Context: an optimization exercise on an open-source flow, tuned for a short achievable clock period. The choices shown serve that exercise and are no tape-out recipe.
In this exercise RTL edits were held to simulation tests only and were not proved equivalent to the original.
In runs 1 to 4 the design's own scripts or RTL, not TritonCTS, make the clock network.
The flow treats the clock pin as an ideal source. Dropping or thinning the clock tree relies on that and would not hold on a real chip.
Power and IR drop assume default switching activity.

==> flow/design.v <==
module alu (
    input  wire [7:0] g,
    input  wire [7:0] p,
    output wire [7:0] carry
);
    wire [7:0] g1, p1, g2, p2, g3, p3;
    genvar i;
    generate
        for (i = 0; i < 8; i = i + 1) begin : prefix
            if (i >= 1) begin : l1
                alu_pg c (.gh(g[i]), .ph(p[i]), .gl(g[i-1]), .pl(p[i-1]), .g(g1[i]), .p(p1[i]));
            end else begin : l1_pass
                assign g1[i] = g[i];
                assign p1[i] = p[i];
            end
            if (i >= 2) begin : l2
                alu_pg c (.gh(g1[i]), .ph(p1[i]), .gl(g1[i-2]), .pl(p1[i-2]), .g(g2[i]), .p(p2[i]));
            end else begin : l2_pass
                assign g2[i] = g1[i];
                assign p2[i] = p1[i];
            end
            if (i >= 4) begin : l3
                alu_pg c (.gh(g2[i]), .ph(p2[i]), .gl(g2[i-4]), .pl(p2[i-4]), .g(g3[i]), .p(p3[i]));
            end else begin : l3_pass
                assign g3[i] = g2[i];
                assign p3[i] = p2[i];
            end
        end
    endgenerate
    assign carry = {g3[6:0], 1'b0};
endmodule
module alu_pg (
    input  wire gh, ph, gl, pl,
    output wire g, p
);
    assign g = gh | (ph & gl);
    assign p = ph & pl;
endmodule
module register (
    input  wire       clk,
    input  wire       reset,
    input  wire [7:0] dsel,       
    input  wire       wdata,      
    input  wire       new_d,      
    input  wire [3:0] rd,         
    input  wire       is_add,     
    input  wire       imm_b,      
    output reg        op1,        
    output reg        add_g,
    output reg        add_p
);
    reg [7:0] r;
    reg [3:0] dest;               
    reg       operand2;           
    integer i;
    always @(posedge clk)
        for (i = 0; i < 8; i = i + 1)
            if (dsel[i]) r[i] <= wdata;
    wire dvalid = !dest[3];
    wire byp    = dvalid && (dest[2:0] == rd[2:0]);
    wire rnew   = !rd[3] && (byp ? wdata : r[rd[2:0]]);
    wire rold   = dvalid && wdata;
    wire op1_nx = new_d ? rnew : rold;
    wire b_nx   = (!reset && is_add) ? imm_b : operand2;
    wire p_nx;
    register_xor px (.a(op1_nx), .b(b_nx), .y(p_nx));
    always @(posedge clk) begin
        op1 <= op1_nx;
        add_g <= op1_nx & b_nx;
        add_p <= p_nx;
        if (new_d) dest <= rd;
        if (!reset && is_add) operand2 <= imm_b;
    end
endmodule
module register_xor (
    input  wire a,
    input  wire b,
    output wire y
);
    assign y = a ^ b;
endmodule
module memory #(
    parameter LB = 3,
    parameter NP = 1 << (8 - LB),
    parameter NL = 1 << LB
) (
    input  wire          clk,
    input  wire          reset,
    input  wire [14:0]   instr,      
    input  wire          imm_b,      
    input  wire          op1,        
    input  wire          add_p,      
    input  wire          carry,      
    output wire          wdata,      
    output wire          res_nx      
);
    wire [2:0] op  = instr[14:12];
    wire [7:0] imm = instr[7:0];
    wire is_li  = (op == 3'b000);
    wire is_st  = (op == 3'b001);
    wire is_ld  = (op == 3'b010);
    wire is_add = (op == 3'b011);
    wire new_a  = !reset && (is_st || is_ld);
    reg          mem [0:255];
    reg [NP-1:0] pn;
    reg          s_old, s_wb;     
    reg [7:0]    addr;            
    reg [NP-1:0] a_hi_oh;         
    reg [NL-1:0] lo_oh;           
    reg [NP-1:0] wsel;            
    reg          we;              
    reg          result;          
    reg          hold;            
    reg          ma_old, wb;
    reg          sumr;            
    reg          w_reg;           
    reg          w_h, w_s;        
    integer i, j;
    assign wdata = w_h ? hold : (w_s ? sumr : w_reg);
    wire sum = add_p ^ carry;                
    always @(posedge clk)
        for (i = 0; i < 256; i = i + 1)
            if (wsel[i / NL] && lo_oh[i % NL]) mem[i] <= wdata;
    wire [LB-1:0] lo_new = imm[LB-1:0];
    wire [NP-1:0] hi_new = {{(NP-1){1'b0}}, 1'b1} << imm[7:LB];
    always @(posedge clk)
        for (j = 0; j < NP; j = j + 1)
            pn[j] <= mem[(j << LB) | lo_new];
    wire [NP/2-1:0] x_pair;
    wire [NP/8-1:0] x_oct;
    genvar k;
    generate
        for (k = 0; k < NP / 2; k = k + 1) begin : pair
            memory_ao22n g (.a(pn[2*k]), .b(a_hi_oh[2*k]), .c(pn[2*k+1]), .d(a_hi_oh[2*k+1]), .y(x_pair[k]));
        end
        for (k = 0; k < NP / 8; k = k + 1) begin : oct
            memory_nand4 g (.a(x_pair[4*k]), .b(x_pair[4*k+1]), .c(x_pair[4*k+2]), .d(x_pair[4*k+3]), .y(x_oct[k]));
        end
    endgenerate
    wire x_lo_n, x_hi_n, x;
    memory_nor2 x_lo (.a(x_oct[0]), .b(x_oct[1]), .y(x_lo_n));
    memory_nor2 x_hi (.a(x_oct[2]), .b(x_oct[3]), .y(x_hi_n));
    memory_nand2 x_all (.a(x_lo_n), .b(x_hi_n), .y(x));
    wire ma_kept = s_wb ? wb : (s_old && ma_old);
    wire hold_nx, ma_nx;
    memory_sel hsel (.x(x), .sx(!we && !s_wb && !s_old), .e(we ? hold : ma_kept), .out(hold_nx));
    memory_sel msel (.x(x), .sx(!s_wb && !s_old), .e(ma_kept), .out(ma_nx));
    memory_res rsel (
        .x(x), .sx(!is_add && is_ld && !we && !s_wb && !s_old),
        .e(!is_add && (is_ld ? (we ? hold : ma_kept) : result)),
        .carry(carry), .a0(is_add && add_p), .a1(is_add && !add_p), .out(res_nx)
    );
    wire a_hit = we && (addr == imm);
    always @(posedge clk) begin
        hold <= hold_nx;
        ma_old <= ma_nx;
        wb <= wdata;
        sumr <= sum;
        s_old <= !new_a;
        s_wb <= new_a ? a_hit : we;
        w_h <= !reset && is_ld;
        w_s <= !reset && is_add;
        if (new_a) begin
            addr <= imm;
            a_hi_oh <= hi_new;
            lo_oh <= {{(NL-1){1'b0}}, 1'b1} << lo_new;
        end
        if (!reset && is_li)
            w_reg <= imm_b;
        else if (!reset && is_st)
            w_reg <= op1;
        else
            w_reg <= wdata;
    end
    always @(posedge clk or posedge reset) begin
        if (reset) begin
            we <= 1'b0;
            wsel <= {NP{1'b0}};
            result <= 1'b0;
        end else begin
            we <= is_li | is_st | is_add;
            wsel <= is_st ? hi_new : ((is_li | is_add) ? a_hi_oh : {NP{1'b0}});
            result <= res_nx;
        end
    end
endmodule
module memory_ao22n (input wire a, b, c, d, output wire y);
    assign y = !((a & b) | (c & d));
endmodule
module memory_nand4 (input wire a, b, c, d, output wire y);
    assign y = !(a & b & c & d);
endmodule
module memory_nor2 (input wire a, b, output wire y);
    assign y = !(a | b);
endmodule
module memory_nand2 (input wire a, b, output wire y);
    assign y = !(a & b);
endmodule
module memory_sel (input wire x, sx, e, output wire out);
    assign out = (x & sx) | e;
endmodule
module memory_res (input wire x, sx, e, carry, a0, a1, output wire out);
    assign out = (x & sx) | e | (carry ? a1 : a0);
endmodule
module cpu (
    input wire clk,               
    input wire reset,             
    input wire [15:0] instr,      
    output reg  [7:0] result      
);
    localparam LB = 3;
    wire [2:0] op  = instr[14:12];
    wire [3:0] rd  = instr[11:8];
    wire [7:0] imm = instr[7:0];
    wire is_add = (op == 3'b011);
    wire new_d  = !reset && !op[2];
    reg [7:0]    dsel;            
    wire [7:0] wdata, operand1, add_g, add_p, carry, res_nx;
    alu alu_inst (.g(add_g), .p(add_p), .carry(carry));
    genvar b;
    generate
        for (b = 0; b < 8; b = b + 1) begin : bit_slice
            memory #(.LB(LB)) mem_inst (
                .clk(clk), .reset(reset), .instr(instr[14:0]), .imm_b(imm[b]),
                .op1(operand1[b]), .add_p(add_p[b]), .carry(carry[b]),
                .wdata(wdata[b]), .res_nx(res_nx[b])
            );
            register reg_file (
                .clk(clk), .reset(reset), .dsel(dsel),
                .wdata(wdata[b]), .new_d(new_d), .rd(rd),
                .is_add(is_add), .imm_b(imm[b]),
                .op1(operand1[b]), .add_g(add_g[b]), .add_p(add_p[b])
            );
        end
    endgenerate
    always @(posedge clk)
        if (new_d) dsel <= rd[3] ? 8'b0 : (8'b1 << rd[2:0]);
    always @(posedge clk or posedge reset)
        if (reset)
            result <= 8'b0;
        else
            result <= res_nx;
endmodule
==> flow/flow/run.sh <==
#!/bin/bash
# The standard layout, with the clock tree built by flow/mcts.tcl in place
# of TritonCTS: leaf clkbuf_16 buffers drive about 16 flip-flops each, two
# levels of clkbuf_16 above them share the fanout evenly, and the 4 top
# buffers hang on the clock port. Before it builds the tree, mcts.tcl moves
# each output port's flip-flop and buffer to the port's pin.
# Everything else is the standard.sh.
set -euo pipefail
export PRE_CTS_TCL="$PWD/flow/mcts.tcl"
export MCTS_LEAF=16 MCTS_LEVELS=2 MCTS_ROOTS=4 MCTS_OUTBUF=2
bash standard.sh > standard.log 2>&1
==> flow/flow/mcts.tcl <==
# Clock tree built by recursive bisection of the clock sinks: leaf buffers
# drive about MCTS_LEAF flip-flops each, MCTS_LEVELS levels of buffers
# above them share the fanout evenly, and the top level, of at most
# MCTS_ROOTS buffers, hangs on the clock port.
# Sourced as ORFS's PRE_CTS_TCL hook: it replaces clock_tree_synthesis.

proc mcts_env {name default} {
  if {[info exists ::env($name)] && $::env($name) ne ""} { return $::env($name) }
  return $default
}

# Split items ({x y payload} triples) into k groups of near-equal size,
# cutting along the longer side of their bounding box.
proc mcts_bisect {items k} {
  if {$k <= 1} { return [list $items] }
  set xs {}; set ys {}
  foreach it $items { lappend xs [lindex $it 0]; lappend ys [lindex $it 1] }
  set xs [lsort -real $xs]; set ys [lsort -real $ys]
  set dx [expr {[lindex $xs end] - [lindex $xs 0]}]
  set dy [expr {[lindex $ys end] - [lindex $ys 0]}]
  set idx [expr {$dx >= $dy ? 0 : 1}]
  set sorted [lsort -real -index $idx $items]
  set k1 [expr {$k / 2}]
  set k2 [expr {$k - $k1}]
  set n [llength $sorted]
  set n1 [expr {int(round(double($n) * $k1 / $k))}]
  set a [lrange $sorted 0 [expr {$n1 - 1}]]
  set b [lrange $sorted $n1 end]
  return [concat [mcts_bisect $a $k1] [mcts_bisect $b $k2]]
}

proc mcts_centroid {group} {
  set sx 0.0; set sy 0.0
  foreach it $group { set sx [expr {$sx + [lindex $it 0]}]; set sy [expr {$sy + [lindex $it 1]}] }
  set n [llength $group]
  return [list [expr {$sx / $n}] [expr {$sy / $n}]]
}

proc mcts_build {} {
  set leaf [mcts_env MCTS_LEAF 24]
  set levels [mcts_env MCTS_LEVELS 1]
  set roots [mcts_env MCTS_ROOTS 4]
  set bufname [mcts_env MCTS_BUF sky130_fd_sc_hd__clkbuf_16]
  set block [ord::get_db_block]
  set master [[ord::get_db] findMaster $bufname]
  set clkport [mcts_env MCTS_CLOCK_PORT clk]
  set clk [$block findNet $clkport]
  set items {}
  foreach it [$clk getITerms] {
    set bb [[$it getInst] getBBox]
    lappend items [list [expr {([$bb xMin] + [$bb xMax]) / 2.0}] [expr {([$bb yMin] + [$bb yMax]) / 2.0}] $it]
  }
  set n [llength $items]
  puts "mcts: $n clock sinks on $clkport"
  foreach it $items { [lindex $it 2] disconnect }
  set nleaf [expr {int(ceil(double($n) / $leaf))}]
  set fan [expr {int(ceil(pow(double($nleaf) / $roots, 1.0 / $levels)))}]
  if {$fan < 2} { set fan 2 }
  set level 0
  set per $leaf
  while {1} {
    set k [expr {int(ceil(double([llength $items]) / $per))}]
    if {$k < 1} { set k 1 }
    set groups [mcts_bisect $items $k]
    set next {}
    set i 0
    foreach g $groups {
      set c [mcts_centroid $g]
      set name "mcts_l${level}_$i"
      set inst [odb::dbInst_create $block $master $name]
      $inst setLocation [expr {int([lindex $c 0])}] [expr {int([lindex $c 1])}]
      $inst setPlacementStatus PLACED
      set net [odb::dbNet_create $block "${name}_net"]
      $net setSigType CLOCK
      [$inst findITerm X] connect $net
      foreach it $g {
        set p [lindex $it 2]
        if {[string match "*dbITerm*" $p]} { $p connect $net } else { [$p findITerm A] connect $net }
      }
      lappend next [list [lindex $c 0] [lindex $c 1] $inst]
      incr i
    }
    puts "mcts: level $level has $k buffers"
    incr level
    set items $next
    set per $fan
    if {[llength $items] <= $roots} { break }
  }
  foreach it $items { [[lindex $it 2] findITerm A] connect $clk }
}

# Move each output port's buffer next to the flip-flop that drives it, so
# that the flip-flop sees a short wire and the buffer drives the long one to
# the pin (MCTS_OUTBUF 1); or move both to the pin, where the wire before the
# flip-flop is long instead (MCTS_OUTBUF 2). Detailed placement legalizes
# the moves.
proc mcts_outbufs {mode} {
  set block [ord::get_db_block]
  set core [$block getCoreArea]
  foreach bt [$block getBTerms] {
    if {[$bt getIoType] ne "OUTPUT"} { continue }
    set net [$bt getNet]
    if {$net eq "NULL"} { continue }
    set pb [$bt getBBox]
    set px [expr {([$pb xMin] + [$pb xMax]) / 2}]
    set py [expr {([$pb yMin] + [$pb yMax]) / 2}]
    set px [expr {max([$core xMin], min([$core xMax] - 5000, $px))}]
    set py [expr {max([$core yMin], min([$core yMax] - 3000, $py))}]
    foreach it [$net getITerms] {
      if {![$it isOutputSignal]} { continue }
      set buf [$it getInst]
      set a [$buf findITerm A]
      if {$a eq "NULL"} { continue }
      set anet [$a getNet]
      if {$anet eq "NULL"} { continue }
      foreach d [$anet getITerms] {
        if {![$d isOutputSignal]} { continue }
        set ff [$d getInst]
        if {$mode == 2} {
          $ff setLocation $px $py
          $ff setPlacementStatus PLACED
          $buf setLocation $px $py
        } else {
          set loc [$ff getLocation]
          $buf setLocation [lindex $loc 0] [lindex $loc 1]
        }
        $buf setPlacementStatus PLACED
        puts "mcts: [$bt getName] buffer [$buf getName] and [$ff getName] placed (mode $mode)"
      }
    }
  }
}

rename clock_tree_synthesis mcts_orig_clock_tree_synthesis
proc clock_tree_synthesis {args} {
  set ob [mcts_env MCTS_OUTBUF 0]
  if {$ob} { mcts_outbufs $ob }
  mcts_build
}
==> flow/standard.sh <==
#!/bin/bash
# synth_recipe.tcl (not shown) runs the flow's synth.tcl, then flattens the netlist and writes it again
# the make line also repeats each setting of config.mk as NAME=value (left out here)
make -C /OpenROAD-flow-scripts/flow DESIGN_CONFIG=/design/flow/config.mk WORK_HOME=/design/flow/orfs CLKGATE_MAP_FILE= SYNTH_SCRIPT=/design/flow/synth_recipe.tcl "${@:-finish}"
==> flow/config.mk <==
export PLATFORM = sky130hd
export DESIGN_NAME = cpu
export DESIGN_NICKNAME = cpu
export VERILOG_FILES = /design/flow/design.v
export SDC_FILE = /design/flow/constraint.sdc
export NUM_CORES = 8
export LEC_CHECK = 0
export CAP_MARGIN = 20
export CORE_MARGIN = 2
export CORE_UTILIZATION = 65
export SETUP_SLACK_MARGIN = 2.4
export SLEW_MARGIN = 20
export SYNTH_HIERARCHICAL = 1
==> flow/constraint.sdc <==
create_clock -name core_clock -period 4.0 [get_ports {clk}]
set_input_delay 0.8000 -clock core_clock [delete_from_list [all_inputs] [get_ports {clk}]]
set_output_delay 0.8000 -clock core_clock [all_outputs]
set_load 0.01 [all_outputs]
==> results list, run 1 <==
- The worst register-to-register path has a setup slack of 2.17 ns.
* Power after layout: 0.0771 W
- Number of synthesis warnings: 10
* Cells traversed along the worst timing path: clkbuf_2
- Detailed routing placed a total of 47,600 microns of wire on met3.
* Start of the worst register-to-register path: bit_slice[4].reg_file.dest[2]
- Most flops, register: bit_slice.mem_inst.mem
* Clock latency of the later-clocked register in the worst-skew pair: 0.69 ns
* Path type of the worst setup path: flip-flop to output pin
* Total global routing track utilization: 38.3%
- The path class of the tightest hold or removal check is input port to asynchronous set/reset pin.
* Required @ worst endpoint: 3.20 ns
* Pins over their slew limit: 0
- The count of endpoints failing hold in the final timing report came to 0.
* Die span in y: 453 microns
- In this design, the stage delay of the slowest critical-path cell is 0.36 ns.
- Highest ir drop seen on vdd: 0.378 mV
- In the final design database the tool counted 10,479 nets.
* Highest-count cells in the layout ignoring fill and taps: sky130_fd_sc_hd__edfxtp_1, sky130_fd_sc_hd__and2_1, sky130_fd_sc_hd__buf_4
- After layout, the worst path uses 49.0% of the clock period.
- The floorplan step set the die width to 453 microns.
- Leftover overflow at the end of global routing: 0
* Critical path arrival: 1.16 ns
- The kind of cell with the highest combined delay along the critical path is flip-flops.
- Unrepaired setup endpoints after global routing: yes
- Maximum number of pins on one net before global-route repair: 143
- Clock-pin slew was measured on the worst setup and hold paths at 0.07 ns.
* Reg2Reg Depth: 5
* DRT met1 WL: 146,000 microns
- Leaving out fill and tap cells, the most frequent cell in the layout is sky130_fd_sc_hd__edfxtp_1.
* Syn_nets: 9,431
* Vias in the first global route: 87,248
* Kind of capture point of the worst setup path: output pin
- For the pin with the worst max-slew slack, the measured transition is 0.703 ns.
* Number of flip-flops in the largest register: 2,048
- Synthesis produced a netlist whose cell count is 9,413.
* DP Wirelength: 171,000 microns
- Worst slack at placement: 0.980 ns
* DRC errors left: 0
- The congestion estimate from routability-driven global placement came to 0.837.
- Derived from the worst setup path, the maximum achievable clock frequency is 0.510 GHz.
* Initial Utilization: 65.5%
- The count of buffers added on input and output ports is 24.
- The worst setup path is launched from a flip-flop.
- Sum of negative setup slack: 0 ns
* Die area: 0.205 sq mm
- Mapped Area: 0.131 sq mm
- Number of antenna violations at the first check in global routing: 11
* WL final: 417,000 microns
- Highest metal layer with signal wires: met5
- Worst rel slew slack: 53.1%
- Iter 0 DRT Violations: 11,562
- On the critical path, the stage with the largest delay is an instance of sky130_fd_sc_hd__dfrtp_1.
- Io pins: 26
- Synthesis-to-layout area growth: 26.5%
* First-pass GRT wire length: 580,000 microns
* Setup Viol. Count Final: 0
* Static Leak: 60.9 nW
- Final cell utilization of the core: 82.9%
* Bufs and invs on worst path: 1
- Avg Inst Size Synth: 13.9 sq um
* Status: finished clean
- Counting I/O delays and the setup requirement, the final critical path takes 1.96 ns.
* Share of final-layout standard cells stronger than drive strength 1: 30.3%
* Met2 routed wirelength: 194,000 microns
* Total core area: 0.200 sq mm
- Final setup margin: 2.04 ns
- Setup skew after layout: 0.112 ns
* Via count normalized by instance count: 6.75
* Number of nets still failing antenna checks after routing: 0
* Count of maximum capacitance violations: 0
- Power density cells: 465 mW/mm^2
- Site row count: 164
* Per-cell routed wire length: 31.8 microns
* Via count of the routed design: 88,622
* Number of optimization iterations in the first detailed-route pass: 7
* Largest driver fanout on the critical path: 1
- Terminus of the critical flop-to-flop path: bit_slice[4].reg_file.add_p
## final cells by class
class / instances / area, sq um
diodes: 10 / 25.0
plain buffers: 228 / 5710
fillers: 9646 / 34200
inverters: 41 / 244
multi-input cells: 5666 / 45700
flip-flops and latches: 3175 / 90400
well taps: 2656 / 3320
repair buffers: 1342 / 20400
repair inverters: 7 / 65.1
## stage by stage
step / std cells / hold WS (ns) / area, sq um
finish: 13125 / 0.266 / 166000
global route: 13117 / 0.267 / 166000
CTS: 12945 / 0.433 / 162000
detailed placement: 11775 / 0.432 / 135000
global placement: 11774 / 0.424 / 135000
floorplan: 9413 / 0.418 / 131000
## where the power goes
group	internal [W]	leakage [nW]	total, W	switching [W]
logic	0.00542	28.2	0.0126	0.00717
registers	0.0416	29.9	0.0435	0.00196
clock network	0.0101	2.81	0.0210	0.0109
total	0.0571	60.9	0.0771	0.0200
## timing repair
item                                    4_1_cts  5_1_grt
setup buffers                               652      131
resized for setup                          2303      470
endpoints found under the setup margin     4315     2159
hold buffers                                  0        0
cloned                                      290       39
pin swaps                                   513      160
hold endpoints to repair                      0        0
## how the worst max path moves through the flow
stage,slack (ns),from,to,cells after the start
global placement,1.01,instr[0],bit_slice[3].mem_inst.pn[30],6
CTS,1.71,instr[1],bit_slice[6].mem_inst.pn[0],9
finish,2.04,result[6],result[6],1
global route,2.02,result[6],result[6],1
floorplan,0.37,bit_slice[0].mem_inst.w_s,bit_slice[0].reg_file.add_p,6
detailed placement,0.98,instr[13],bit_slice[5].mem_inst.a_hi_oh[8],6
## routing by layer
metal | vias up | GRT usage (%)
li1 | 36495 | -
met1 | 44747 | 50.7
met2 | 5843 | 60.8
met3 | 1533 | 7.45
met4 | 4 | 19.7
met5 | - | 0
==> run 2, diff against run 1 <==
==> flow/flow/run.sh (replaced) <==
#!/bin/bash
# The standard layout, with the clock tree built by flow/mcts.tcl in place
# of TritonCTS: leaf clkbuf_16 buffers drive about 16 flip-flops each; one
# clkbuf_16 per cell of a 6 x 6 grid over the core drives the leaf buffers
# in that cell; and one clkbuf_16 per quarter of the grid, on the clock
# port, drives those. Before it builds the tree, mcts.tcl moves each output
# port's flip-flop and buffer to the port's pin.
# Everything else is the standard.sh.
set -euo pipefail
export PRE_CTS_TCL="$PWD/flow/mcts.tcl"
export MCTS_LEAF=16 MCTS_GRID=6 MCTS_ROOTS=4 MCTS_OUTBUF=2
bash standard.sh > standard.log 2>&1
--- a/flow/flow/mcts.tcl
+++ b/flow/flow/mcts.tcl
@@ -35,4 +35,54 @@
   set n [llength $group]
   return [list [expr {$sx / $n}] [expr {$sy / $n}]]
+}
+
+# Upper levels on a grid: the leaf buffers go to the cell of a g x g grid
+# over the core they sit in, one buffer per non-empty cell drives them, and
+# each quarter of the grid has one top buffer on the clock port.
+proc mcts_grid_top {block master clk items g} {
+  set core [$block getCoreArea]
+  set x0 [$core xMin]; set y0 [$core yMin]
+  set w [expr {double([$core xMax] - $x0)}]; set h [expr {double([$core yMax] - $y0)}]
+  array set cell {}
+  foreach it $items {
+    set cx [expr {min($g - 1, int(([lindex $it 0] - $x0) / $w * $g))}]
+    set cy [expr {min($g - 1, int(([lindex $it 1] - $y0) / $h * $g))}]
+    lappend cell($cx,$cy) $it
+  }
+  array set quad {}
+  set i 0
+  foreach key [lsort [array names cell]] {
+    lassign [split $key ,] cx cy
+    set grp $cell($key)
+    set c [mcts_centroid $grp]
+    set name "mcts_l1_$i"
+    set inst [odb::dbInst_create $block $master $name]
+    $inst setLocation [expr {int([lindex $c 0])}] [expr {int([lindex $c 1])}]
+    $inst setPlacementStatus PLACED
+    set net [odb::dbNet_create $block "${name}_net"]
+    $net setSigType CLOCK
+    [$inst findITerm X] connect $net
+    foreach it $grp { [[lindex $it 2] findITerm A] connect $net }
+    set q "[expr {$cx * 2 / $g}],[expr {$cy * 2 / $g}]"
+    lappend quad($q) [list [lindex $c 0] [lindex $c 1] $inst]
+    incr i
+  }
+  puts "mcts: level 1 has $i buffers on a $g x $g grid"
+  set i 0
+  foreach q [lsort [array names quad]] {
+    set grp $quad($q)
+    set c [mcts_centroid $grp]
+    set name "mcts_l2_$i"
+    set inst [odb::dbInst_create $block $master $name]
+    $inst setLocation [expr {int([lindex $c 0])}] [expr {int([lindex $c 1])}]
+    $inst setPlacementStatus PLACED
+    set net [odb::dbNet_create $block "${name}_net"]
+    $net setSigType CLOCK
+    [$inst findITerm X] connect $net
+    foreach it $grp { [[lindex $it 2] findITerm A] connect $net }
+    [$inst findITerm A] connect $clk
+    incr i
+  }
+  puts "mcts: level 2 has $i buffers"
 }
 
@@ -85,4 +135,8 @@
     set items $next
     set per $fan
+    if {[mcts_env MCTS_GRID 0] > 0} {
+      mcts_grid_top $block $master $clk $items [mcts_env MCTS_GRID 0]
+      return
+    }
     if {[llength $items] <= $roots} { break }
   }
==> run 2 against run 1 <==
  * Register-to-register slack got worse by 0.03 ns
  * Critical path depth did not move
  * Global-route usage rose by 1.3 points
  * Highest routed layer unchanged
==> results list, run 2 <==
* Status: finished clean
* Library cell contributing the largest single delay on the critical path: sky130_fd_sc_hd__dfrtp_1
* Total core area: 0.200 sq mm (unchanged)
- The accumulated negative setup slack was 0 ns (unchanged).
* Final cell utilization of the core: 84.1% (+1.2 points)
- The library cell used most frequently in the layout, excluding fill and tap cells, is sky130_fd_sc_hd__edfxtp_1.
- The worst setup path is captured at an output pin.
* Clock-pin slew of the registers on the worst-case setup and hold paths: 0.07 ns (about the same)
- The buffer and inverter count on the worst path was 1 (unchanged).
- Total global routing track utilization: 39.6% (+1.3 points)
- The transition time at the pin with the least slew margin came to 0.780 ns (+0.0770 ns).
- The maximum cell stage delay along the critical path came to 0.38 ns (+0.02 ns).
* Minimum clock period: 1.95 ns (-0.00806 ns)
* Via count normalized by instance count: 6.82 (+1.0%)
* Achievable Freq: 0.512 GHz (+0.41%)
- The setup path with the least slack is of type flip-flop to output pin.
- Syn_nets: 9,431 (unchanged)
- Site row count: 164 (unchanged)
- The setup slack of the most critical reg-to-reg path came to 2.14 ns (-0.03 ns).
- The sum of net half-perimeters after detailed placement came to 171,000 microns (unchanged).
* Setup Viol. Count Final: 0 (unchanged)
- The first-pass GRT wire length is 597,000 microns (+3.0%).
- Cells after Synth: 9,413 (unchanged)
- Final setup margin: 2.05 ns (+0.00806 ns)
* Vias in the first global route: 89,332 (+2.4%)
- Synthesis-to-layout area growth: 28.4%
- The violation count after the first detailed-route iteration was 12,919 (+12%).
- Highest-count cells in the layout ignoring fill and taps: sky130_fd_sc_hd__edfxtp_1, sky130_fd_sc_hd__and2_1, sky130_fd_sc_hd__buf_4
- Cells traversed along the worst timing path: clkbuf_2
* Final weighted congestion of routability-driven global placement: 0.837 (unchanged)
- Setup repair after global routing could not meet its margin everywhere.
- Number of synthesis warnings: 10 (unchanged)
- The routed wire length is 432,000 microns (+3.7%).
- Buffers added on ports: 24 (unchanged)
- The data required time of the critical path came to 3.20 ns (about the same).
- The overall die height came to 453 microns (unchanged).
- Maximum number of pins on one net before global-route repair: 143 (unchanged)
- Highest ir drop seen on vdd: 0.380 mV (+0.55%)
- Per-cell routed wire length: 32.8 microns (+3.2%)
* Worst rel slew slack: 48.0% (-5.1 points)
- The tightest min-delay check is of the input port to asynchronous set/reset pin type.
- The die width was 453 microns (unchanged).
- The reported leakage power was 61.9 nW (+1.7%).
- Ranked by flip-flop count, first place goes to bit_slice.mem_inst.mem.
- Final Cycle Share: 48.8% (-0.20 points)
- DRC errors left: 0 (unchanged)
- Die area: 0.205 sq mm (unchanged)
- The max-cap check violation count came to 0 (unchanged).
- Critical path arrival: 1.15 ns (about the same)
- The final cell count without fillers is 13,192 (+0.51%).
- Number of nets still failing antenna checks after routing: 0 (unchanged)
- The fraction of final layout cells sized beyond drive strength 1 came to 32.0% (+1.7 points).
- The total power divided by cell area came to 464 mW/mm^2 (-0.17%).
- The starting utilization of the core area is 65.5% (unchanged).
- The number of max-slew violations in the final report was 0 (unchanged).
- The worst-case setup slack after placement was 0.980 ns (unchanged).
* Placed Cells: 11,775 (unchanged)
- Total count of hold-check failures in the final report: 0 (unchanged)
- The area of the mapped netlist was 0.131 sq mm (unchanged).
- The largest driver fanout on the critical path came to 1 (unchanged).
- Post-layout net count: 10,549 (+0.67%)
- Layout fillers: 9,165 (-5.0%)
* Avg Inst Size Synth: 13.9 sq um (unchanged)
- The number of detailed-route iterations in the first pass is 9 (+2).
* Post-detailed-placement cell area: 0.135 sq mm (unchanged)
- Clock latency of the later-clocked register in the worst-skew pair: 0.68 ns (about the same)
- Via count of the routed design: 89,968 (+1.5%)
- The remaining global-route overflow was 0 (unchanged).
- The flip-flop count of the largest register after layout came to 2,048 (unchanged).
- STA classifies the critical path startpoint as a flip-flop.
* Cell class contributing the biggest share of worst-path delay: flip-flops
- Number of antenna violations at the first check in global routing: 17 (+6)
* Setup skew after layout: 0.0698 ns (-0.0422 ns)
- The final instance area was 0.168 sq mm (+1.5%).
- The total I/O pin count is 26 (unchanged).
run 2: cell types whose count changed in the layout (fill, tap and decap cells not counted), moves of 22 or more:
| cell | delta |
|---|---|
| sky130_fd_sc_hd__nand2_4 | +46 |
| sky130_fd_sc_hd__nor2_4 | +23 |
| sky130_fd_sc_hd__nor3_1 | -27 |
| sky130_fd_sc_hd__a21oi_1 | -70 |
| sky130_fd_sc_hd__a21oi_2 | +70 |
| sky130_fd_sc_hd__nand2_1 | -52 |
| sky130_fd_sc_hd__o21ai_1 | -22 |
| sky130_fd_sc_hd__buf_16 | +36 |
| sky130_fd_sc_hd__nor3_4 | +27 |
| sky130_fd_sc_hd__a221oi_1 | +64 |
| sky130_fd_sc_hd__a221oi_2 | -67 |
| sky130_fd_sc_hd__buf_6 | +33 |
run 2: per-layer routing:
layer	vias up	track usage (%)	share of wire [%]
li1	36611	-	-
met1	44935	52.1	34
met2	6583	62.8	46
met3	1829	7.27	12
met4	10	21.9	7.9
met5	-	0	0.016
run 2: area by class of cell:
cell class,count,area (sq um),area share (%)
plain buffers,239,5980,3.55
repair inverters,7,62.6,0.0372
repair buffers,1405,21600,12.8
well taps,2656,3320,1.97
flip-flops and latches,3175,90400,53.7
diodes,7,17.5,0.0104
inverters,41,251,0.149
multi-input cells,5662,46700,27.7
run 2: final timing paths:
| kind | from | to | depth (start not counted) |
|---|---|---|---|
| max in group asynchronous | reset | bit_slice[5].mem_inst.wsel[29] | 9 |
| min | reset | bit_slice[6].mem_inst.result | 3 |
| max reg2reg | bit_slice[0].reg_file.r[3] | bit_slice[0].reg_file.add_p | 5 |
| max | result[4] | result[4] | 1 |
| min reg2reg | bit_slice[7].mem_inst.mem[166] | bit_slice[7].mem_inst.pn[20] | 2 |
| min in group core_clock | bit_slice[7].mem_inst.mem[166] | bit_slice[7].mem_inst.pn[20] | 2 |
run 2: report_power, final:
part	total, W	internal (W)	switching [W]
Clock	0.0218	0.0106	0.0112
Combinational	0.0128	0.00544	0.00735
Sequential	0.0436	0.0416	0.00199
Total	0.0781	0.0576	0.0205
run 2: timing repair:
action	in CTS	in global routing
pin swaps	608	237
gates resized for setup	2572	512
hold buffers	0	0
buffers inserted	724	108
gates cloned	314	25
endpoints found under the setup margin	4323	1853
run 2: metrics by stage:
step                      power, W  hold WS [ns]
final                       0.0781         0.262
after detailed placement    0.0518         0.432
after CTS                   0.0722         0.434
after global routing        0.0798         0.263
after global placement      0.0513         0.424
after floorplan             0.0489         0.418
==> run 3, diff against run 2 <==
--- a/flow/design.v
+++ b/flow/design.v
@@ -42,7 +42,6 @@
     input  wire [7:0] dsel,       
     input  wire       wdata,      
-    input  wire       new_d,      
+    input  wire [2:0] op,         
     input  wire [3:0] rd,         
-    input  wire       is_add,     
     input  wire       imm_b,      
     output reg        op1,        
@@ -50,4 +49,6 @@
     output reg        add_p
 );
+    wire new_d  = !reset && !op[2];      
+    wire is_add = (op == 3'b011);        
     reg [7:0] r;
     reg [3:0] dest;               
@@ -213,5 +214,4 @@
     wire [3:0] rd  = instr[11:8];
     wire [7:0] imm = instr[7:0];
-    wire is_add = (op == 3'b011);
     wire new_d  = !reset && !op[2];
     reg [7:0]    dsel;            
@@ -228,6 +228,5 @@
             register reg_file (
                 .clk(clk), .reset(reset), .dsel(dsel),
-                .wdata(wdata[b]), .new_d(new_d), .rd(rd),
-                .is_add(is_add), .imm_b(imm[b]),
+                .wdata(wdata[b]), .op(op), .rd(rd), .imm_b(imm[b]),
                 .op1(operand1[b]), .add_g(add_g[b]), .add_p(add_p[b])
             );
==> flow/flow/run.sh (replaced) <==
#!/bin/bash
# The standard layout, with the clock tree built by flow/mcts.tcl in place
# of TritonCTS: leaf clkbuf_16 buffers drive about 16 flip-flops each, a
# level of clkbuf_16 above them drives about 8 leaf buffers each, and one
# clkbuf_16 per quarter of the core, on the clock port, drives the buffers
# of that level in its quarter. Before it builds the tree, mcts.tcl moves
# each output port's flip-flop and buffer to the port's pin.
# Everything else is the standard.sh.
set -euo pipefail
export PRE_CTS_TCL="$PWD/flow/mcts.tcl"
export MCTS_LEAF=16 MCTS_LEVELS=2 MCTS_ROOTS=4 MCTS_QUADROOT=1 MCTS_OUTBUF=2
bash standard.sh > standard.log 2>&1
--- a/flow/flow/mcts.tcl
+++ b/flow/flow/mcts.tcl
@@ -85,4 +85,33 @@
   }
   puts "mcts: level 2 has $i buffers"
+}
+
+# Top level by quarters of the core: one buffer on the clock port drives
+# the buffers of the level below that sit in its quarter.
+proc mcts_quad_roots {block master clk items} {
+  set core [$block getCoreArea]
+  set mx [expr {([$core xMin] + [$core xMax]) / 2.0}]
+  set my [expr {([$core yMin] + [$core yMax]) / 2.0}]
+  array set quad {}
+  foreach it $items {
+    set q "[expr {[lindex $it 0] >= $mx}],[expr {[lindex $it 1] >= $my}]"
+    lappend quad($q) $it
+  }
+  set i 0
+  foreach q [lsort [array names quad]] {
+    set grp $quad($q)
+    set c [mcts_centroid $grp]
+    set name "mcts_l[expr {[mcts_env MCTS_LEVELS 1]}]_$i"
+    set inst [odb::dbInst_create $block $master $name]
+    $inst setLocation [expr {int([lindex $c 0])}] [expr {int([lindex $c 1])}]
+    $inst setPlacementStatus PLACED
+    set net [odb::dbNet_create $block "${name}_net"]
+    $net setSigType CLOCK
+    [$inst findITerm X] connect $net
+    foreach it $grp { [[lindex $it 2] findITerm A] connect $net }
+    [$inst findITerm A] connect $clk
+    puts "mcts: top buffer $name drives [llength $grp]"
+    incr i
+  }
 }
 
@@ -137,4 +166,8 @@
     if {[mcts_env MCTS_GRID 0] > 0} {
       mcts_grid_top $block $master $clk $items [mcts_env MCTS_GRID 0]
+      return
+    }
+    if {[mcts_env MCTS_QUADROOT 0] && $level == $levels} {
+      mcts_quad_roots $block $master $clk $items
       return
     }
--- a/flow/config.mk
+++ b/flow/config.mk
@@ -8,5 +8,5 @@
 export CAP_MARGIN = 20
 export CORE_MARGIN = 2
-export CORE_UTILIZATION = 65
+export CORE_UTILIZATION = 68
 export SETUP_SLACK_MARGIN = 2.4
 export SLEW_MARGIN = 20
==> run 3 against run 2 <==
  * Hold slack better by 0.031 ns
  * Still clean on timing, DRC and antenna
  * Largest cell class unchanged
  * Final cell count down 0.36%
  * Total power about the same
  * Global-route usage up 1.7 points
  * Setup slack better by 0.017 ns
  * Critical path type unchanged
  * Synthesized cell count about the same
  * Critical endpoint is now result[6]
  * Sequential power about the same
  * Synthesized area about the same
  * Utilization up 4.2 points
  * Die area down 4.4%
  * First-iteration DRC count down 1.7%
  * Sequential share of layout area down 0.47 points
==> results list, run 3 <==
* Status: finished clean
- Start of the worst register-to-register path: bit_slice[0].reg_file.r[7]
- The area of the mapped netlist was 0.131 sq mm (about the same).
* Buffers added on ports: 24 (unchanged)
* Max stage delay on crit path: 0.39 ns (about the same)
- The violation count after the first detailed-route iteration was 12,693 (-1.7%).
- The number of routed nets with antenna violations came to 0 (unchanged).
- The reported leakage power was 62.4 nW (+0.91%).
- Setup repair after global routing could not meet its margin everywhere.
* Bufs and invs on worst path: 1 (unchanged)
- The max-cap check violation count came to 0 (unchanged).
- First-pass GRT wire length: 598,000 microns (+0.18%)
- Maximum number of pins on one net before global-route repair: 135 (-5.6%)
- Placed Cells: 11,659 (-0.99%)
- Leaving out fill and tap cells, the most frequent cell in the layout is sky130_fd_sc_hd__edfxtp_1.
- The post-layout minimum cycle time is 1.94 ns (-0.0168 ns).
* Number of hold-repair buffers added at the cts stage: 0 (unchanged)
* Launching instance or port of the critical path: result[6]
- The relative slew slack was 50.6% (+2.6 points).
* Final Cycle Share: 48.4% (-0.42 points)
- The worst hold-check slack is 0.293 ns (+0.0312 ns).
* Path type of the worst setup path: flip-flop to output pin
* Total global routing track utilization: 41.3% (+1.7 points)
- Sort of element at the start of the critical path: flip-flop
- The initial antenna violation count came to 22 (+5).
* Clock-pin slew of the registers on the worst-case setup and hold paths: 0.08 ns (about the same)
* Number of optimization iterations in the first detailed-route pass: 6 (-3)
- The post-synthesis cell count came to 9,412 (-0.011%).
- Total core area: 0.192 sq mm (-3.9%)
- Most flops, register: bit_slice.mem_inst.mem
- Post-layout net count: 10,621 (+0.68%)
- The sum of net half-perimeters after detailed placement was 171,000 microns (+0.12%).
* Avg Inst Size Synth: 13.9 sq um (about the same)
* Highest ir drop seen on vdd: 0.378 mV (-0.36%)
- Site row count: 161 (-1.8%)
* Power density cells: 460 mW/mm^2 (-0.91%)
- The top cell types in the final layout, fill and taps aside, are sky130_fd_sc_hd__edfxtp_1, sky130_fd_sc_hd__and2_1, sky130_fd_sc_hd__buf_4.
* Die Width: 443 microns (-2.2%)
- The fmax was 0.517 GHz (+0.87%).
* Required @ worst endpoint: 3.20 ns (about the same)
- The kind of cell with the highest combined delay along the critical path is flip-flops.
* Die area: 0.196 sq mm (-4.4%)
* Via count of the routed design: 92,989 (+3.4%)
- Largest driver fanout on the critical path: 1 (unchanged)
* Number of flip-flops in the largest register: 2,048 (unchanged)
- Via count normalized by instance count: 7.07 (+3.7%)
- Syn_nets: 9,430 (-0.011%)
- Final weighted congestion of routability-driven global placement: 0.836 (about the same)
* WL final: 449,000 microns (+3.8%)
- Total count of hold-check failures in the final report: 0 (unchanged)
- DRC errors left: 0 (unchanged)
* Pins over their slew limit: 0 (unchanged)
- Initial Utilization: 68.2% (+2.7 points)
* Share of final-layout standard cells stronger than drive strength 1: 34.2% (+2.3 points)
* Setup Viol. Count Final: 0 (unchanged)
- The tightest min-delay check is of the input port to asynchronous set/reset pin type.
* Io pins: 26 (unchanged)
- Per-cell routed wire length: 34.1 microns (+4.2%)
- The overall die height was 443 microns (-2.2%).
* Pin slew with the least headroom to its limit: 0.739 ns (-0.0409 ns)
* Vias in the first global route: 89,748 (+0.47%)
- The clock network latency to the later pin of the worst-skew pair is 0.68 ns (about the same).
- Compared with the post-synthesis result, the final layout area differs by 29.5%.
- The critical path goes through buf_6.
- Number of synthesis warnings: 10 (unchanged)
- The arrival time of data at the critical path endpoint came to 1.14 ns (about the same).
* Leftover overflow at the end of global routing: 0 (unchanged)
* Kind of capture point of the worst setup path: output pin
- Setup skew after layout: 0.0767 ns (+0.00691 ns)
- The largest individual stage delay along the critical path comes from the cell sky130_fd_sc_hd__dfrtp_1.
- Fin cells: 13,144 (-0.36%)
* Sum of negative setup slack: 0 ns (unchanged)
-- run 3: worst paths after layout --
kind	cells after the start	slack (ns)	end
setup / recovery	1	2.06	result[6]
hold / removal	3	0.29	bit_slice[0].mem_inst.result
setup reg to reg	5	2.17	bit_slice[0].reg_file.add_p
hold reg to reg	2	0.45	bit_slice[2].mem_inst.pn[16]
max in group asynchronous	3	3.03	bit_slice[2].mem_inst.wsel[24]
min in group core_clock	1	0.37	bit_slice[1].reg_file.dest[0]
-- run 3: where the power goes --
part / leakage [nW] / total [W] / internal [W] / switching (W)
Clock: 2.81 / 0.0212 / 0.0101 / 0.0111
Combinational: 29.8 / 0.0132 / 0.00560 / 0.00763
Sequential: 29.9 / 0.0436 / 0.0415 / 0.00210
Total: 62.4 / 0.0781 / 0.0573 / 0.0208
-- run 3: through the flow --
| step | area [sq um] | util (%) | worst slack, ns | total power [W] |
|---|---|---|---|---|
| global placement | 135000 | 70.0 | 0.820 | 0.0513 |
| floorplan | 131000 | - | 0.159 | 0.0489 |
| global route | 170000 | 88.3 | 2.05 | 0.0796 |
| finish | 170000 | 88.4 | 2.06 | 0.0781 |
| detailed placement | 135000 | 70.0 | 0.924 | 0.0517 |
| CTS | 165000 | 85.6 | 1.65 | 0.0717 |
-- run 3: timing repair --
item,CTS,global route
hold endpoints to repair,0,0
buffers inserted,744,172
cloned,296,28
setup endpoints to repair,4568,2229
gates resized for setup,2809,707
pin swaps,820,301
-- run 3: final cells by class --
| cell class | count | area [sq um] |
|---|---|---|
| buffer | 228 | 5710 |
| fill | 7495 | 22400 |
| multi-input combinational | 5672 | 48400 |
| antenna | 17 | 42.5 |
| tap | 2526 | 3160 |
| timing repair buffer | 1479 | 21900 |
| inverter | 41 | 262 |
| timing repair inverter | 6 | 52.6 |
| sequential | 3175 | 90400 |
-- run 3: routing by layer --
metal / track usage, % / vias up / wire length [microns]
met1: 54.3 / 45924 / 147000
met2: 65.2 / 7974 / 205000
met3: 8.22 / 2298 / 59000
met4: 23.3 / 8 / 38100
met5: 0 / - / 57
li1: - / 36785 / -
==> run 4, diff against run 3 <==
--- a/flow/config.mk
+++ b/flow/config.mk
@@ -8,5 +8,5 @@
 export CAP_MARGIN = 20
 export CORE_MARGIN = 2
-export CORE_UTILIZATION = 68
+export CORE_UTILIZATION = 65
 export SETUP_SLACK_MARGIN = 2.4
 export SLEW_MARGIN = 20
==> run 4 against run 3 <==
  * Still clean on timing, DRC and antenna
  * Synthesized area unchanged
  * Fmax grew 0.39%
  * Flip-flop and latch count unchanged
  * Critical endpoint is now result[3]
  * Highest routed layer unchanged
==> results list, run 4 <==
- The run finished with no timing, DRC or antenna violations.
* Die span in y: 453 microns (+2.3%)
* Final Cycle Share: 48.2% (-0.19 points)
* Final weighted congestion of routability-driven global placement: 0.823 (-1.6%)
- The data required time of the critical path was 3.20 ns (about the same).
* Die area: 0.205 sq mm (+4.6%)
- Most flops, register: bit_slice.mem_inst.mem
- DP Wirelength: 168,000 microns (-1.9%)
- Total count of hold-check failures in the final report: 0 (unchanged)
* Number of optimization iterations in the first detailed-route pass: 6 (unchanged)
- Syn_nets: 9,430 (unchanged)
- The number of max-slew violations in the final report is 0 (unchanged).
- The post-synthesis cell count was 9,412 (unchanged).
- Total global routing track utilization: 40.9% (-0.43 points)
- The buffer and inverter count on the worst path came to 1 (unchanged).
- The remaining global-route overflow was 0 (unchanged).
* Via count normalized by instance count: 6.90 (-2.4%)
- The critical path is of the flip-flop to output pin type.
* Largest driver fanout on the critical path: 1 (unchanged)
- The fraction of final layout cells sized beyond drive strength 1 is 34.0% (-0.27 points).
- The switching power was 0.0206 W (-1.3%).
- First-pass GRT wire length: 613,000 microns (+2.5%)
- The total power divided by cell area is 458 mW/mm^2 (-0.35%).
* Final cell utilization of the core: 84.9% (-3.4 points)
- The count of vias placed by the detailed router is 91,649 (-1.4%).
* Iter 0 DRT Violations: 13,149 (+3.6%)
- Highest ir drop seen on vdd: 0.396 mV (+4.6%)
- Most common cell after layout, fill and taps aside: sky130_fd_sc_hd__edfxtp_1
* Worst rel slew slack: 56.6% (+6.0 points)
- The worst hold-check slack is 0.447 ns (+0.154 ns).
- The max-cap check violation count was 0 (unchanged).
* Max stage delay on crit path: 0.37 ns (-0.02 ns)
- The flip-flop count of the largest register after layout was 2,048 (unchanged).
* Number of antenna violations at the first check in global routing: 16 (-27%)
- Post-layout net count: 10,622 (+0.0094%)
* Sum of negative setup slack: 0 ns (unchanged)
* Setup skew after layout: 0.0521 ns (-0.0246 ns)
- The post-CTS clock slew at the launch and capture registers of the worst setup and hold paths is 0.07 ns (about the same).
* Number of nets still failing antenna checks after routing: 0 (unchanged)
- Hold crit path type: input port to asynchronous set/reset pin
* Synthesis-to-layout area growth: 29.5% (about the same)
- Library cell contributing the largest single delay on the critical path: sky130_fd_sc_hd__dfrtp_1
* Clock latency of the later-clocked register in the worst-skew pair: 0.65 ns (-0.03 ns)
* Layout fillers: 8,750 (+17%)
- Clock group share of total power: 27.1% (about the same)
* Die Width: 453 microns (+2.3%)
- Kind of capture point of the worst setup path: output pin
- The arrival time of data at the critical path endpoint was 1.13 ns (about the same).
* Relative contribution of combinational cells to total power: 16.9% (about the same)
- Number of synthesis warnings: 10 (unchanged)
* Static Leak: 62.6 nW (+0.26%)
- The standard-cell row count is 164 (+1.9%).
- STA classifies the critical path startpoint as a flip-flop.
- Cell class contributing the biggest share of worst-path delay: flip-flops
- Minimum clock period: 1.93 ns (-0.00758 ns)
* Io pins: 26 (unchanged)
- The design internal power came to 0.0573 W (about the same).
- The total DRC errors in the routed layout was 0 (unchanged).
- Buffers added on ports: 24 (unchanged)
- Placed Cells: 11,753 (+0.81%)
- Avg Inst Size Synth: 13.9 sq um (unchanged)
- Highest-count cells in the layout ignoring fill and taps: sky130_fd_sc_hd__edfxtp_1, sky130_fd_sc_hd__and2_1, sky130_fd_sc_hd__buf_4
* Initial Utilization: 65.6% (-2.7 points)
- The critical path goes through clkbuf_2.
- The average wire per cell in the routed design came to 33.4 microns (-2.1%).
- The final cell count without fillers came to 13,277 (+1.0%).
- The via count of the first global-routing pass came to 90,431 (+0.76%).
- The area of the mapped netlist is 0.131 sq mm (unchanged).
* Pin slew with the least headroom to its limit: 0.651 ns (-0.0879 ns)
- Maximum number of pins on one net before global-route repair: 135 (unchanged)
- Switching part of the total power: 26.4% (-0.26 points)
- Unrepaired setup endpoints after global routing: yes
* Total core area: 0.200 sq mm (+4.1%)
* Relative contribution of sequential cells to total power: 56.0% (about the same)
- The routed wire length came to 444,000 microns (-1.1%).
- Setup Viol. Count Final: 0 (unchanged)
* Number of hold-repair buffers added at the cts stage: 0 (unchanged)
- Achievable Freq: 0.519 GHz (+0.39%)
-- run 4: stage by stage --
stage | area [sq um] | setup WS, ns | total power [W]
final | 170000 | 2.07 | 0.0779
after global routing | 170000 | 2.06 | 0.0795
after CTS | 166000 | 1.64 | 0.0719
after detailed placement | 135000 | 0.802 | 0.0517
after global placement | 134000 | 0.824 | 0.0513
after floorplan | 131000 | 0.159 | 0.0489
-- run 4: layout make-up --
class                           count  area [sq um]  area share (%)
Sequential cell                  3175         90400            53.2
Multi-Input combinational cell   5660         47400            27.9
Timing Repair inverter              5          47.5          0.0280
Tap cell                         2656          3320            1.96
Buffer                            228          5710            3.36
Antenna cell                       19          47.5          0.0280
Inverter                           41           274           0.161
Timing Repair Buffer             1493         22800            13.4
-- run 4: worst paths after layout --
check	cells after the start	end	slack, ns	start
setup / recovery	1	result[3]	2.07	result[3]
hold / removal	3	bit_slice[5].mem_inst.result	0.45	reset
setup reg to reg	6	result[1]	2.08	bit_slice[1].mem_inst.a_hi_oh[20]
hold reg to reg	2	bit_slice[4].mem_inst.pn[24]	0.45	bit_slice[4].mem_inst.mem[198]
max in group asynchronous	4	bit_slice[4].mem_inst.wsel[24]	2.97	reset
min in group core_clock	2	bit_slice[4].mem_inst.pn[24]	0.45	bit_slice[4].mem_inst.mem[198]
-- run 4: metal layers --
layer | routed length (microns) | vias up | global-route usage (%)
met3 | 56700 | 2182 | 9.42
met2 | 202000 | 7075 | 64.2
met5 | 151 | - | 0
met4 | 36500 | 16 | 24.1
li1 | - | 36819 | -
met1 | 148000 | 45557 | 52.4
-- run 4: worst min-delay path: cells and delay by family --
family	cells	cell delay [ns]
buffers and inverters	3	0.61
-- run 4: repair_timing --
action | in CTS | in global routing
cloned | 327 | 34
resized for setup | 2880 | 481
pin swaps | 798 | 254
buffers inserted | 763 | 153
setup endpoints to repair | 4567 | 2094
-- run 4: power groups by stage --
| stage | clock, W | sequential (W) | combinational, W |
|---|---|---|---|
| 2_1_floorplan | 0 | 0.0435 | 0.00539 |
| 3_3_place_gp | 0 | 0.0439 | 0.00739 |
| 3_5_place_dp | 0 | 0.0441 | 0.00767 |
| 4_1_cts | 0.0163 | 0.0440 | 0.0115 |
| 5_1_grt | 0.0220 | 0.0439 | 0.0136 |
| 6_report | 0.0211 | 0.0436 | 0.0131 |
==> run 5, diff against run 4 <==
--- a/flow/config.mk
+++ b/flow/config.mk
@@ -9,5 +9,5 @@
 export CORE_MARGIN = 2
 export CORE_UTILIZATION = 65
-export SETUP_SLACK_MARGIN = 2.4
+export SETUP_SLACK_MARGIN = 3.0
 export SLEW_MARGIN = 20
 export SYNTH_HIERARCHICAL = 1
==> run 5 against run 4 <==
  * The flow now stops in global routing
  * Synthesized area did not move
  * Synthesized cell count unchanged
==> results list, run 5 <==
- The number of instances in the placed design is 11,753 (unchanged).
- Avg Inst Size Synth: 13.9 sq um (unchanged)
* Failed at: global routing
* Syn_nets: 9,430 (unchanged)
- The count of input and output buffers is 24 (unchanged).
- Once global-route timing repair stopped, the endpoint with the least setup slack was result[3]$_DFF_PP0_/D.
- The synthesis warning total came to 10 (unchanged).
* Final weighted congestion of routability-driven global placement: 0.823 (unchanged)
* Site row count: 164 (unchanged)
- The area of the mapped netlist is 0.131 sq mm (unchanged).
- The flow did not finish.
* Kind of the worst endpoint: register input
- The post-synthesis cell count is 9,412 (unchanged).
- The die width came to 453 microns (unchanged).
- Number of hold-repair buffers added at the cts stage: 0 (unchanged)
* Log Error: [ERROR DPL-0038] Utilization greater than 100%, impossible to legalize
- Die span in y: 453 microns (unchanged)
- Entering global routing, the biggest net connects 130 pins.
- Io pins: 26 (unchanged)
- Initial Utilization: 65.6% (unchanged)
* DP Wirelength: 168,000 microns (unchanged)
==> run 5: worst max path at each step <==
stage                              start                           endpoint  slack, ns  cells after the start
2_1_floorplan  bit_slice[0].mem_inst.w_s        bit_slice[0].reg_file.add_p       0.16                      7
3_5_place_dp                    instr[2]       bit_slice[4].mem_inst.pn[25]       0.80                      6
4_1_cts                         instr[8]        bit_slice[7].reg_file.add_p       1.64                      8
3_3_place_gp                   instr[13]  bit_slice[3].mem_inst.a_hi_oh[28]       0.82                      6
==> run 5: metrics by stage <==
stage	util, %	instance area, sq um	hold slack [ns]	worst slack [ns]
after CTS	93.6	187000	0.433	1.64
after detailed placement	67.2	135000	0.429	0.802
after global placement	67.2	134000	0.426	0.824
after floorplan	-	131000	0.418	0.159
==> run 5: power by group through the flow <==
stage                     combinational [W]  sequential (W)  clock [W]
after floorplan                     0.00539          0.0435          0
after global placement              0.00739          0.0439          0
after detailed placement            0.00767          0.0441          0
after CTS                            0.0211          0.0440     0.0163
==> run 5: what timing repair did <==
item / 4_1_cts
pin swaps: 831
gates cloned: 736
buffers inserted: 1195
gates resized for setup: 4918
endpoints found under the setup margin: 5989

[afterwards: timing with drivers on the ports]
No port has a modelled driver above. Below, the same layouts with a new extraction and two added sets of constraints. Step 1, drivers: a clkbuf_16 drives clk and a buf_2 each remaining input, both assumed. Step 2 times the ports against the registers' clock, not the clock port: input delays grow and output delays shrink by t, the midpoint of the rising clock arrivals with the driver on. a / b / c = ideal / step 1 / step 2; a / b = the first two.
run | t, ns | setup slack, ns | hold WS [ns] | latest minus earliest clock arrival (ns)
run 1 | 0.852 | 2.040 / 1.738 / 0.886 | 0.266 / 0.150 / 0.448 | 0.121 / 0.121
run 2 | 0.847 | 2.048 / 1.644 / 0.798 | 0.262 / 0.179 / 0.424 | 0.082 / 0.081
run 3 | 0.852 | 2.065 / 1.822 / 0.970 | 0.293 / 0.299 / 0.450 | 0.098 / 0.098
run 4 | 0.835 | 2.072 / 1.753 / 0.918 | 0.447 / 0.374 / 0.447 | 0.068 / 0.068
After both steps setup and hold are still met in every run listed. The setup slack of run 2, which loses most, moves by -0.404 ns with the drivers and by -1.250 ns with both steps.
